Context: an optimization exercise on an open-source flow, tuned for small area and a short achievable clock period. The choices shown serve that exercise and are no tape-out recipe. No functional check of the RTL was part of any run shown here.

## flow/design.v (module list and top-level ports; edited modules follow where they fit)
// module HarmonicMean: 64 lines
// module hm_divrow: 694 lines
// module hm_mul16lo: 418 lines
// module hm_sum4: 15 lines
// module hm_divpair0: 262 lines
// module hm_divpair2: 216 lines
// module hm_divpair4: 180 lines
// module hm_divpair6: 146 lines
// module hm_divpair8: 120 lines
// module hm_divpair10: 86 lines
// module hm_times3: 94 lines
module HarmonicMean (
    input wire clk,
    input wire reset,
    input wire [15:0] data1,
    input wire [15:0] data2,
    input wire [15:0] data3,
    input wire [15:0] data4,
    input wire data_valid1,
    input wire data_valid2,
    input wire data_valid3,
    input wire data_valid4,
    output wire [15:0] harmonic_mean,
    output reg data_ready
);
  // ...
==> flow/flow/run.sh <==
#!/bin/bash
# Standard synthesis, then full-adder polarity clean-up on its netlist, then the
# standard layout from that netlist. Each tool's output goes to its own log here.
set -euo pipefail
R=orfs/results/$FLOW_PLATFORM/HarmonicMean/base
bash standard.sh synth > synth.log 2>&1
cp $R/1_2_yosys.v 1_2_yosys.standard.v
python3 flow/fapol.py 1_2_yosys.standard.v $R/1_2_yosys.v > fapol.log 2>&1
bash standard.sh finish SETUP_SLACK_MARGIN=28 "BUFFER_PORTS_ARGS=-buffer_cell sky130_fd_sc_hd__buf_2" > layout.log 2>&1
==> flow/flow/fapol.py <==
#!/usr/bin/env python3
"""Flips the polarity of full-adder cells in a Yosys netlist to remove inverters.

A full adder is self-dual: fa(~a, ~b, ~c) = (~cout, ~sum). Flipping one takes the
complements of its inputs (reusing inverters already there) and complements its
outputs (absorbing the inverters on them). A flip is kept when it lowers the
inverter count. usage: fapol.py in.v out.v
"""
import re, sys
from collections import defaultdict

src = open(sys.argv[1]).read()
mod_m = re.search(r'^module\s+(\w+)\s*\((.*?)\);', src, re.S | re.M)
body_start = mod_m.end()
end_idx = src.rindex('endmodule')
body = src[body_start:end_idx]

inst_re = re.compile(r'^\s*(sky130_fd_sc_hd__\w+)\s+(\S+)\s*\((.*?)\);', re.S | re.M)
pin_re = re.compile(r'\.(\w+)\(([^()]*)\)')
insts = {}
order = []
for m in inst_re.finditer(body):
    typ, name, pins = m.group(1), m.group(2), m.group(3)
    insts[name] = {'type': typ, 'pins': {p: n.strip() for p, n in pin_re.findall(pins)}}
    order.append(name)
other = inst_re.sub('', body)  # declarations and assigns
assert 'assign' not in other or True
ports_out = set()
for m in re.finditer(r'^\s*output\s+(\[\d+:\d+\]\s+)?(\S+)\s*;', body, re.M):
    rng, nm = m.group(1), m.group(2)
    if rng:
        a, b = map(int, re.findall(r'\d+', rng))
        for i in range(min(a, b), max(a, b) + 1):
            ports_out.add(f'{nm}[{i}]')
    else:
        ports_out.add(nm)
assigns = re.findall(r'^\s*assign\s+(.*?)\s*=\s*(.*?);', other, re.M)
assign_nets = set()
for l, r in assigns:
    assign_nets.add(l.strip()); assign_nets.add(r.strip())

def is_inv(t): return re.fullmatch(r'sky130_fd_sc_hd__(clk)?inv_\d+', t) is not None
def is_fa(t): return re.fullmatch(r'sky130_fd_sc_hd__fa_\d+', t) is not None
OUTPINS = {'X', 'Y', 'Q', 'Q_N', 'COUT', 'SUM', 'HI', 'LO'}

def norm(n):
    return n.replace(' ', '')

def maps():
    drv, loads = {}, defaultdict(list)
    for nm, ins in insts.items():
        for p, n in ins['pins'].items():
            if not n: continue
            k = norm(n)
            if p in OUTPINS: drv[k] = (nm, p)
            else: loads[k].append((nm, p))
    return drv, loads

cnt = [0]
newwires = []
def fresh():
    cnt[0] += 1
    w = f'fapol_n{cnt[0]}'
    newwires.append(w)
    return w
def new_inv(a, y):
    cnt[0] += 1
    nm = f'fapol_i{cnt[0]}'
    insts[nm] = {'type': 'sky130_fd_sc_hd__inv_1', 'pins': {'A': a, 'Y': y}}
    return nm

def protected(n):
    return norm(n) in ports_out or norm(n) in assign_nets

def delta(f, drv, loads):
    ins = insts[f]['pins']
    d = 0
    seen = set()
    for p in ('A', 'B', 'CIN'):
        n = norm(ins[p])
        if n in seen: continue
        seen.add(n)
        dv = drv.get(n)
        if dv and is_inv(insts[dv[0]]['type']):
            ld = loads[n]
            if all(x[0] == f for x in ld) and not protected(n): d -= 1
        elif any(is_inv(insts[x[0]]['type']) for x in loads[n]):
            pass
        else:
            d += 1
    for p in ('SUM', 'COUT'):
        n = norm(ins.get(p, ''))
        if not n: continue
        ld = loads[n]
        k = [x for x in ld if is_inv(insts[x[0]]['type'])]
        rest = [x for x in ld if not is_inv(insts[x[0]]['type'])]
        d -= len([x for x in k if not protected(insts[x[0]]['pins']['Y'])])
        if rest or protected(n): d += 1
    return d

def flip(f, drv, loads):
    ins = insts[f]['pins']
    comp = {}
    for p in ('A', 'B', 'CIN'):
        n = norm(ins[p])
        if n in comp:
            ins[p] = comp[n]; continue
        dv = drv.get(n)
        if dv and is_inv(insts[dv[0]]['type']):
            c = insts[dv[0]]['pins']['A']
        else:
            invs = [x for x in loads[n] if is_inv(insts[x[0]]['type'])]
            if invs:
                c = insts[invs[0][0]]['pins']['Y']
            else:
                c = fresh(); new_inv(ins[p], c)
        comp[n] = c
        ins[p] = c
    for p in ('SUM', 'COUT'):
        n = ins.get(p, '')
        if not n or not n.strip(): continue
        nn = fresh()
        ins[p] = nn
        new_inv(nn, n)

def cleanup():
    changed = True
    while changed:
        changed = False
        drv, loads = maps()
        for nm in list(insts):
            ins = insts.get(nm)
            if ins is None or not is_inv(ins['type']): continue
            y = norm(ins['pins']['Y'])
            if not loads[y] and not protected(y):
                del insts[nm]; changed = True; continue
            a = norm(ins['pins']['A'])
            dv = drv.get(a)
            if dv and is_inv(insts[dv[0]]['type']) and not protected(y):
                m = insts[dv[0]]['pins']['A']
                for (ln, lp) in loads[y]:
                    insts[ln]['pins'][lp] = m
                del insts[nm]; changed = True
        if changed: continue
        # merge inverters on the same input
        byin = defaultdict(list)
        for nm, ins in insts.items():
            if is_inv(ins['type']): byin[norm(ins['pins']['A'])].append(nm)
        for a, lst in byin.items():
            if len(lst) < 2: continue
            keep = lst[0]
            ky = insts[keep]['pins']['Y']
            for nm in lst[1:]:
                y = norm(insts[nm]['pins']['Y'])
                if protected(y): continue
                for (ln, lp) in loads[y]:
                    insts[ln]['pins'][lp] = ky
                del insts[nm]; changed = True
            if changed: break

def ninv():
    return sum(1 for i in insts.values() if is_inv(i['type']))

cleanup()
before = ninv()
it = 0
while True:
    drv, loads = maps()
    best, bd = None, 0
    for nm, ins in insts.items():
        if is_fa(ins['type']):
            d = delta(nm, drv, loads)
            if d < bd: best, bd = nm, d
    if best is None: break
    flip(best, drv, loads)
    cleanup()
    it += 1
after = ninv()
print(f'fapol: {it} flips, inverters {before} -> {after}', file=sys.stderr)

# write out
def fmt(n):
    n = n.strip()
    return n + ' ' if n.startswith('\\') else n
used = set()
for ins in insts.values():
    for n in ins['pins'].values(): used.add(norm(n))
lines = []
decl = other
wires = ''.join(f'  wire {w};\n' for w in newwires if w in used)
out = src[:body_start] + decl.rstrip('\n') + '\n' + wires
for nm, ins in insts.items():
    pins = ',\n'.join(f'    .{p}({fmt(n)})' for p, n in ins['pins'].items())
    out += f'  {ins["type"]} {nm} (\n{pins}\n  );\n'
out += 'endmodule\n' + src[end_idx + len('endmodule'):].lstrip('\n')
open(sys.argv[2], 'w').write(out)
==> flow/standard.sh <==
#!/bin/bash
# synth_recipe.tcl (not shown) runs the flow's synth.tcl, then flattens the netlist and writes it again
# the make line also repeats each setting of config.mk as NAME=value (left out here)
make -C /OpenROAD-flow-scripts/flow DESIGN_CONFIG=/design/flow/config.mk WORK_HOME=/design/flow/orfs CLKGATE_MAP_FILE= SYNTH_SCRIPT=/design/flow/synth_recipe.tcl "${@:-finish}"
==> flow/config.mk <==
export PLATFORM = sky130hd
export DESIGN_NAME = HarmonicMean
export DESIGN_NICKNAME = HarmonicMean
export VERILOG_FILES = /design/flow/design.v
export SDC_FILE = /design/flow/constraint.sdc
export NUM_CORES = 4
export LEC_CHECK = 0
export ABC_AREA = 1
export CAP_MARGIN = 20
export CORE_MARGIN = 2
export CORE_UTILIZATION = 40
export SLEW_MARGIN = 20
==> flow/constraint.sdc <==
create_clock -name core_clock -period 56.0 [get_ports {clk}]
set_input_delay 11.2000 -clock core_clock [delete_from_list [all_inputs] [get_ports {clk}]]
set_output_delay 11.2000 -clock core_clock [all_outputs]
set_load 0.01 [all_outputs]
==> flow_metrics.tcl, run 1 <==
set metrics [dict create \
    cp_slowest_cell "xor2_1" \
    synthCells 2720 \
    fp-row-count 83 \
    top_usage_layer "met2" \
    dominant_cells "multi-input gates" \
    grt_usage_pct 24.2 \
    endpoint "harmonic_mean[0]" \
    finalWeightedCongestion 0.943 \
    period_share_pct 47.8 \
    cp_common_cell "nand2_1" \
    max-slew-margin-rel_pct 46.3 \
    grt_setup_unrepaired "false" \
    die_height_um 232 \
    cp.arrival_ns 15.57 \
    utilization_pct 44.1 \
    cts_hold_buf 0 \
    routed-wl-met3_um 3770 \
    drive_gt1_share_pct 9.49 \
    area_growth_pct 8.86 \
    route.met2.wl_um 30900 \
    gr-usage-met3_pct 2.23 \
    crit_buf_inv 14 \
    reg2regPathDepth 3 \
    grt_first_pass_wirelength_um 102000 \
    drt-met1-wl_um 27100 \
    start_util_pct 40.5 \
    num_tap_cells 680 \
    worst-path-max-fanout 23 \
    numPortBuffers 86 \
    start_kind "flip-flop" \
    status "finished clean" \
]
==> run 2, diff against run 1 <==
--- a/flow/flow/run.sh
+++ b/flow/flow/run.sh
@@ -7,3 +7,3 @@
 cp $R/1_2_yosys.v 1_2_yosys.standard.v
 python3 flow/fapol.py 1_2_yosys.standard.v $R/1_2_yosys.v > fapol.log 2>&1
-bash standard.sh finish SETUP_SLACK_MARGIN=28 "BUFFER_PORTS_ARGS=-buffer_cell sky130_fd_sc_hd__buf_2" > layout.log 2>&1
+bash standard.sh finish SETUP_SLACK_MARGIN=30 "BUFFER_PORTS_ARGS=-buffer_cell sky130_fd_sc_hd__buf_2" > layout.log 2>&1
==> run 2 against run 1 <==
  * Wire length increased by 4.6%
  * Critical path depth fell by 4
  * Design area is 7.4% higher
  * Die area did not move
  * Sequential share of layout area fell by 0.26 points
  * Synthesized cell count unchanged
==> flow_metrics.tcl, run 2 <==
set metrics [dict create \
    drt_iter0_markers 1327 \
    tightest_slew_ns 0.792 \
    layout_commonest_cell "nand2_1" \
    setup_viol 0 \
    layout_common_cells "800 x nand2_1, 368 x fa_1, 320 x inv_1" \
    grt_pass1_vias 19500 \
    dp.cells 3415 \
    die_height_um 232 \
    cp.required_ns 44.80 \
    die_area_um2 53700 \
    cts_buffers 5 \
    drv_cap 0 \
    cp.arrival_ns 14.36 \
    clockBufferDepth 2 \
    ios 87 \
    wl_per_cell_um 18.9 \
    synth_area_um2 20800 \
    ys_warn_count 1 \
    synthCells 2720 \
    via_per_inst 5.41 \
    cts_hold_buf 0 \
    antenna_cells 0 \
    synth_fp_nets 3387 \
    hold_start "rem_q[12]" \
    cts_tree "built" \
    timing.hold.ws_ns 0.544 \
    fin_cells 3564 \
    cts_root_buf "clkbuf_16" \
    h-tree-depth 2 \
    grt_setup_unrepaired "true" \
    core_area_um2 51300 \
    cts.sinks 37 \
    timing.fmax_mhz 39.1 \
    drive_gt1_share_pct 16.7 \
    numPortBuffers 86 \
    period_needed_ns 25.56 \
    antenna_found_initial 0 \
    worst-path-max-fanout 13 \
    cp_slowest_cell "a2111o_1" \
    fin_tns_setup_ns 0 \
    reg2reg_slack_ns 54.85 \
    dr.pass1.iters 5 \
    grt_use_met2_pct 42.4 \
    slew_viol_final 0 \
    min_path_type "reg2reg" \
    num_vias 19300 \
    reg2regPathDepth 4 \
    status "finished clean" \
    reg.largest.list "den_q: 16 flops, rem_q: 16 flops, qhi_q: 4 flops" \
    start_util_pct 40.5 \
    critPathCaptureType "output port" \
    cts.clk_slew.worst_paths_ns 0.06 \
    max-slew-margin-rel_pct 46.8 \
    grt_usage_pct 24.8 \
    top_usage_layer "met2" \
    grt_start_max_net_pins 38 \
    finClkSkew_ns 0 \
    drc_errors 0 \
    use_met1_pct 32.2 \
    r2r-start "den_q[2]" \
    grt_first_pass_wirelength_um 104000 \
    finalHoldViolCount 0 \
    hold_depth 2 \
    grt_remaining_overflow 0 \
    r2r-end "den_q[2]" \
    finalWeightedCongestion 0.943 \
    gr-usage-met3_pct 2.11 \
    synth.avg_cell_area_um2 7.63 \
    hpwl_um 51600 \
    drtAntennaViolNets 0 \
    hold_path_end "rem_q[12]" \
    slowest_delay_ns 0.49 \
    wl_um 67400 \
    clk_latency_ns 0.29 \
    area_growth_pct 16.9 \
    period_share_pct 45.7 \
    fin_nets 3550 \
    cp_common_cell "nand2_1" \
    start_kind "flip-flop" \
    fp-row-count 83 \
    criticalPathCategory "reg2out" \
    die_w_um 232 \
    fill_cells 4977 \
]
run 2: per-layer routing:
layer	share of wire [%]	wire length, µm
met1	41	27400
met2	48	32300
met3	6.3	4280
met4	5.0	3350
met5	0	0
run 2: through the flow:
step / util (%) / setup slack (ns) / cell area [µm²]
final: 47.3 / 30.44 / 24300
after global routing: 47.3 / 29.82 / 24300
after CTS: 44.5 / 30.01 / 22800
after detailed placement: 42.4 / 25.33 / 21700
after global placement: 42.4 / 25.99 / 21700
after floorplan: - / 30.64 / 20800
run 2: critical path, delay by kind of cell (launching register included):
family,cells,cell delay [ns]
buf+inv,17,2.27
flops,1,0.43
fa+ha+maj,8,2.23
simple gates,46,5.10
compound gates,21,3.78
xor+xnor,1,0.20
run 2: area by class of cell:
| type | instances | area, µm² | share of cell area, % |
|---|---|---|---|
| Multi-Input combinational cell | 2248 | 19200 | 78.9 |
| Timing Repair Buffer | 238 | 1750 | 7.21 |
| Inverter | 352 | 1370 | 5.64 |
| Sequential cell | 37 | 953 | 3.93 |
| Tap cell | 680 | 851 | 3.50 |
| Clock buffer | 5 | 125 | 0.515 |
| Clock inverter | 3 | 68.8 | 0.283 |
| Timing Repair inverter | 1 | 8.76 | 0.0361 |
run 2: how the worst max path moves through the flow:
stage | startpoint | endpoint | slack [ns] | cells past startpoint
floorplan | den_q[2] | harmonic_mean[0] | 30.64 | 97
global placement | den_q[6] | harmonic_mean[0] | 25.99 | 93
detailed placement | den_q[6] | harmonic_mean[0] | 25.33 | 95
CTS | den_q[2] | harmonic_mean[0] | 30.01 | 95
global route | den_q[4] | harmonic_mean[0] | 29.82 | 93
finish | den_q[4] | harmonic_mean[0] | 30.44 | 93
run 2: repair_timing:
action	CTS	global route
pin swaps	29	80
endpoints found under the setup margin	4	7
cloned	6	3
buffers inserted	56	76
resized for setup	99	185

## separate check: timing with driven ports
The flow's constraints put no driver on any port. The routed layouts listed below were extracted and timed again, unchanged, in two steps. Step 1, drivers: a clkbuf_16 drives clk and a buf_2 each remaining input, both assumed. Step 2 moves the port delays by t, midway between the first and last clock arrival at a register: inputs arrive t later, outputs are due t later. That takes back most of the time a late clock gives input paths. Slacks: no drivers / after step 1 / after step 2; pairs: no drivers / after step 1.
run | shift t [ns] | setup slack, ns | latest minus earliest clock arrival (ns) | worst register clock-pin slew, ns
run 1 | 0.328 | 29.233 / 29.185 / 29.513 | 0.009 / 0.009 | 0.06 / 0.06
run 2 | 0.328 | 30.435 / 30.389 / 30.456 | 0.009 / 0.009 | 0.06 / 0.06
After both steps setup and hold are still met in every run listed.
